What follows belongs to an exercise in optimizing a design on an open flow for small area and a short achievable clock period; a production flow would make more cautious choices.
Where RTL was checked, it was by simulation tests only, not by an equivalence proof against the original.

## conv_kernel
module conv_kernel(
  input         clk,
  input         rst_n,
  input         clear,
  input  [31:0] i_pixel,
  input  [31:0] i_weight,
  output [31:0] o_pixel
);
reg  [31:0] mult_a;
reg  [31:0] mult_b;
reg  [31:0] add_a;
reg  [31:0] add_b;
wire [31:0] product;
wire [31:0] sum;
always @(posedge clk, negedge rst_n) begin
  if (!rst_n) begin
    mult_a <= 32'b0;
    mult_b <= 32'b0;
  end else begin
    mult_a <= i_pixel;
    mult_b <= i_weight;
  end
end
always @(posedge clk, negedge rst_n) begin
  if (!rst_n) begin
    add_a <= 32'b0;
    add_b <= 32'b0;
  end else if (clear) begin
    add_a <= 32'b0;
    add_b <= 32'b0;
  end else begin
    add_a <= product;
    add_b <= sum;
  end
end
assign o_pixel = add_b;
floating_mult U_floating_mult (.a(mult_a), .b(mult_b), .r(product));
floating_adder U_floating_adder (.a(add_a), .b(add_b), .r(sum));
endmodule
make LEC_CHECK=0 CAP_MARGIN=20 CORE_MARGIN=2 CORE_UTILIZATION=40 SETUP_SLACK_MARGIN=2.5 SLEW_MARGIN=20 TNS_END_PERCENT=5 finish   # period 12.0 ns
run.sh (not shown) runs the stock make flow with config.mk's settings and CLKGATE_MAP_FILE= SYNTH_SCRIPT=/design/flow/synth_recipe.tcl, a recipe that flattens the netlist after the stock synthesis.
Rerun with:
--- a/flow/config.mk
+++ b/flow/config.mk
@@ -9,5 +9,3 @@
 export CORE_MARGIN = 2
-export CORE_UTILIZATION = 40
-export SETUP_SLACK_MARGIN = 2.5
+export CORE_UTILIZATION = 65
 export SLEW_MARGIN = 20
-export TNS_END_PERCENT = 5
After rerunning:
- wire length is lower by a few percent
- worst setup slack loses 0.78 ns
- via count grows by a few percent
- clock skew went up by 0.0031 ns
- area after synthesis is unchanged
Rerun with:
--- a/flow/config.mk
+++ b/flow/config.mk
@@ -9,3 +9,3 @@
 export CORE_MARGIN = 2
-export CORE_UTILIZATION = 65
+export CORE_UTILIZATION = 40
 export SLEW_MARGIN = 20
Result: The changed run finished clean. Non-clock buffer count increases by 4. Clock-buffer cell count falls by 2. Final area is higher by 1.7%. Wire length went up by 6.7%. Worst setup slack improves by 0.16 ns. Area after synthesis is unchanged. Global-route usage went down by 16 points.


Setup of wip/lagoon:
conv_kernel, a different RTL version from the one above (not shown whole).
Size: ~4800 cells after synthesis, ~99 I/O pins, about 37000 sq um of cells after synthesis.
clock: 12.0 ns
lec_check: 0
cap_margin: 20
core_margin: 2
core_utilization: 40
setup_slack_margin: 5
slew_margin: 20
tns_end_percent: 0
wip/lagoon reached the final stage; the timing, DRC and antenna checks on its layout passed.
What wip/zinc does differently from wip/lagoon at the input level:
Settings: a change of TNS_END_PERCENT from 0 to 5.
[summary]
- wip/zinc completed end to end with timing, DRC and antenna clean.
- No stage failed in wip/lagoon, and the final checks on the layout all came back clean.
- A capture point of the critical path of add_b[1] is what wip/zinc shows, while add_b[14] belongs to wip/lagoon.
- Summary of wip/zinc over wip/lagoon: number of antenna violations at the first check in global routing +1; clock-pin slew on the worst setup and hold paths was more or less identical; count of clock-buffer cells in the layout moved down.
- wip/lagoon → wip/zinc: global-route usage over all layers was more or less identical, final cell count without fillers barely changed.
Input changes introduced in wip/tundra (baseline for comparison: wip/zinc):
Settings: a change of SLEW_MARGIN from 20 to 5; a change of CAP_MARGIN from 20 to 5.
[summary]
Having completed the whole flow, wip/tundra delivered a layout that passed the timing, DRC and antenna checks.
wip/zinc | status: complete | timing, DRC, antenna: pass
wip/zinc → wip/tundra: minimum setup slack in the final design closely matched the old numbers; count of clock-net buffers in the final layout closely matched the old numbers.
Comparing wip/zinc against wip/tundra, there is no change at all in die area.
Fraction of standard cell area in multi-input logic essentially unchanged between wip/tundra and wip/zinc.
wip/tundra vs. wip/zinc: I/O pin count flat; net total in the final layout flat.


conv_kernel, a different RTL version from the one above (not shown whole).
For scale: roughly 4900 cells after synthesis, about 180 flip-flops, roughly 99 I/O pins, roughly 38000 um2 of cells after synthesis.
==> flow/config.mk <==
export PLATFORM = sky130hd
export DESIGN_NAME = conv_kernel
export DESIGN_NICKNAME = conv_kernel
export VERILOG_FILES = /design/flow/design.v
export SDC_FILE = /design/flow/constraint.sdc
export NUM_CORES = 4
export LEC_CHECK = 0
export CAP_MARGIN = 20
export CORE_MARGIN = 2
export CORE_UTILIZATION = 40
export GPL_TIMING_DRIVEN = 1
export SETUP_SLACK_MARGIN = 5
export SLEW_MARGIN = 20
export TNS_END_PERCENT = 5
==> flow/constraint.sdc <==
create_clock -name core_clock -period 12.0 [get_ports {clk}]
set_input_delay 2.4000 -clock core_clock [delete_from_list [all_inputs] [get_ports {clk}]]
set_output_delay 2.4000 -clock core_clock [all_outputs]
set_load 0.01 [all_outputs]
Edit:
--- a/flow/config.mk
+++ b/flow/config.mk
@@ -10,3 +10,2 @@
 export CORE_UTILIZATION = 40
-export GPL_TIMING_DRIVEN = 1
 export SETUP_SLACK_MARGIN = 5
Die area stays the same.
Synthesized cell count stays the same.


Another version of the RTL of conv_kernel (not shown whole).
Size in the first run: ~4900 cells after synthesis, ~150 flip-flops, about 38000 µm² of cells after synthesis.
clock: 12.0 ns
lec_check: 0
cap_margin: 20
core_margin: 2
core_utilization: 40
setup_slack_margin: 4
slew_margin: 20
tns_end_percent: 5
Edit:
--- a/flow/config.mk
+++ b/flow/config.mk
@@ -11 +11 @@
-export SETUP_SLACK_MARGIN = 4
+export SETUP_SLACK_MARGIN = 5
Result: Via count climbs by 1.1%; maximum frequency climbs by 7.1%; die area stays the same; routed wire length grows by 3.6%; hold slack is worse by 9.3 ps; cell area increases by 3.9%; synthesized area stays the same; cell count climbs by 1.3%.


## build 13
conv_kernel, a different RTL version from the one above (not shown whole).
Size in the first run: about 5,200 cells after synthesis, ~130 flip-flops, ~99 I/O pins, about 0.041 mm² of cells after synthesis.
clock: 12.0 ns
lec_check: 0
cap_margin: 20
core_margin: 2
core_utilization: 40
setup_slack_margin: 5
slew_margin: 20
Per the final summary, build 13 finished and its layout is clean on timing, DRC and antenna.
## Diff of input files: build 50 against build 13
# build 13
export LEC_CHECK = 0
export CAP_MARGIN = 20
export CORE_MARGIN = 2
export CORE_UTILIZATION = 40
export SETUP_SLACK_MARGIN = 5
export SLEW_MARGIN = 20
create_clock -name core_clock -period 12.0 [get_ports {clk}]
# build 50
export LEC_CHECK = 0
export CAP_MARGIN = 20
export CORE_MARGIN = 2
export CORE_UTILIZATION = 40
export SLEW_MARGIN = 20
create_clock -name core_clock -period 12.0 [get_ports {clk}]
Results
Final period demand of the worst path was lower in build 13 than in build 50.
Going from build 13 to build 50, number of setup buffers added after CTS shrinks by 207.
Post-detailed-route wirelength per cell came out lower on build 50 than on build 13.
As of build 50, area occupied by multi-input gates had fallen by a little under 10% compared to build 13.
Changes observed in build 50 relative to build 13: routed wire length now sits lower; count of buffers not belonging to the clock network in the layout decreased by 340 relative to the old numbers.
Per the comparison of build 50 with build 13, share of the clock period used by the worst path picked up an extra 16 points, minimum setup slack in the final design lost 1900 ps.
No run of this note included a check of the RTL's function; only the layout flow was run.

[afterwards: timing with drivers on the ports]
How much do the figures lean on ideal ports? The routed layouts below were timed once more, with nothing changed but the port constraints. Step 1: set_driving_cell puts a clkbuf_16 on clk and a buf_2 on each other input, an assumption about the parent block. Step 2 adds t to the input delays and takes it off the output delays; t is the mean of the earliest and latest rising clock arrival at the registers after step 1. Input paths then give back, and output paths get back, about the clock's delay inside the block. Slacks: ideal / step 1 / step 2; pairs: ideal / step 1.
run	shift t [ns]	setup slack, ns	worst setup path after step 2
the first run of note 1	0.552	2.590 / 2.590 / 2.590	register to register
the second run of note 1	0.528	1.808 / 1.808 / 1.808	register to register
the third run of note 1	0.555	1.973 / 1.973 / 1.973	register to register
wip/lagoon	0.558	4.995 / 4.995 / 4.995	register to register
wip/zinc	0.561	4.992 / 4.992 / 4.992	register to register
wip/tundra	0.561	4.992 / 4.992 / 4.992	register to register
the first run of note 3	0.567	4.987 / 4.987 / 4.537	input to register
the second run of note 3	0.567	4.987 / 4.987 / 4.537	input to register
the first run of note 4	0.550	4.077 / 4.077 / 4.077	register to register
the second run of note 4	0.558	4.605 / 4.605 / 4.605	register to register
build 13	0.558	2.507 / 2.507 / 2.507	register to register
build 50	0.564	0.603 / 0.603 / 0.603	register to register
After both steps every run listed still meets setup and hold.
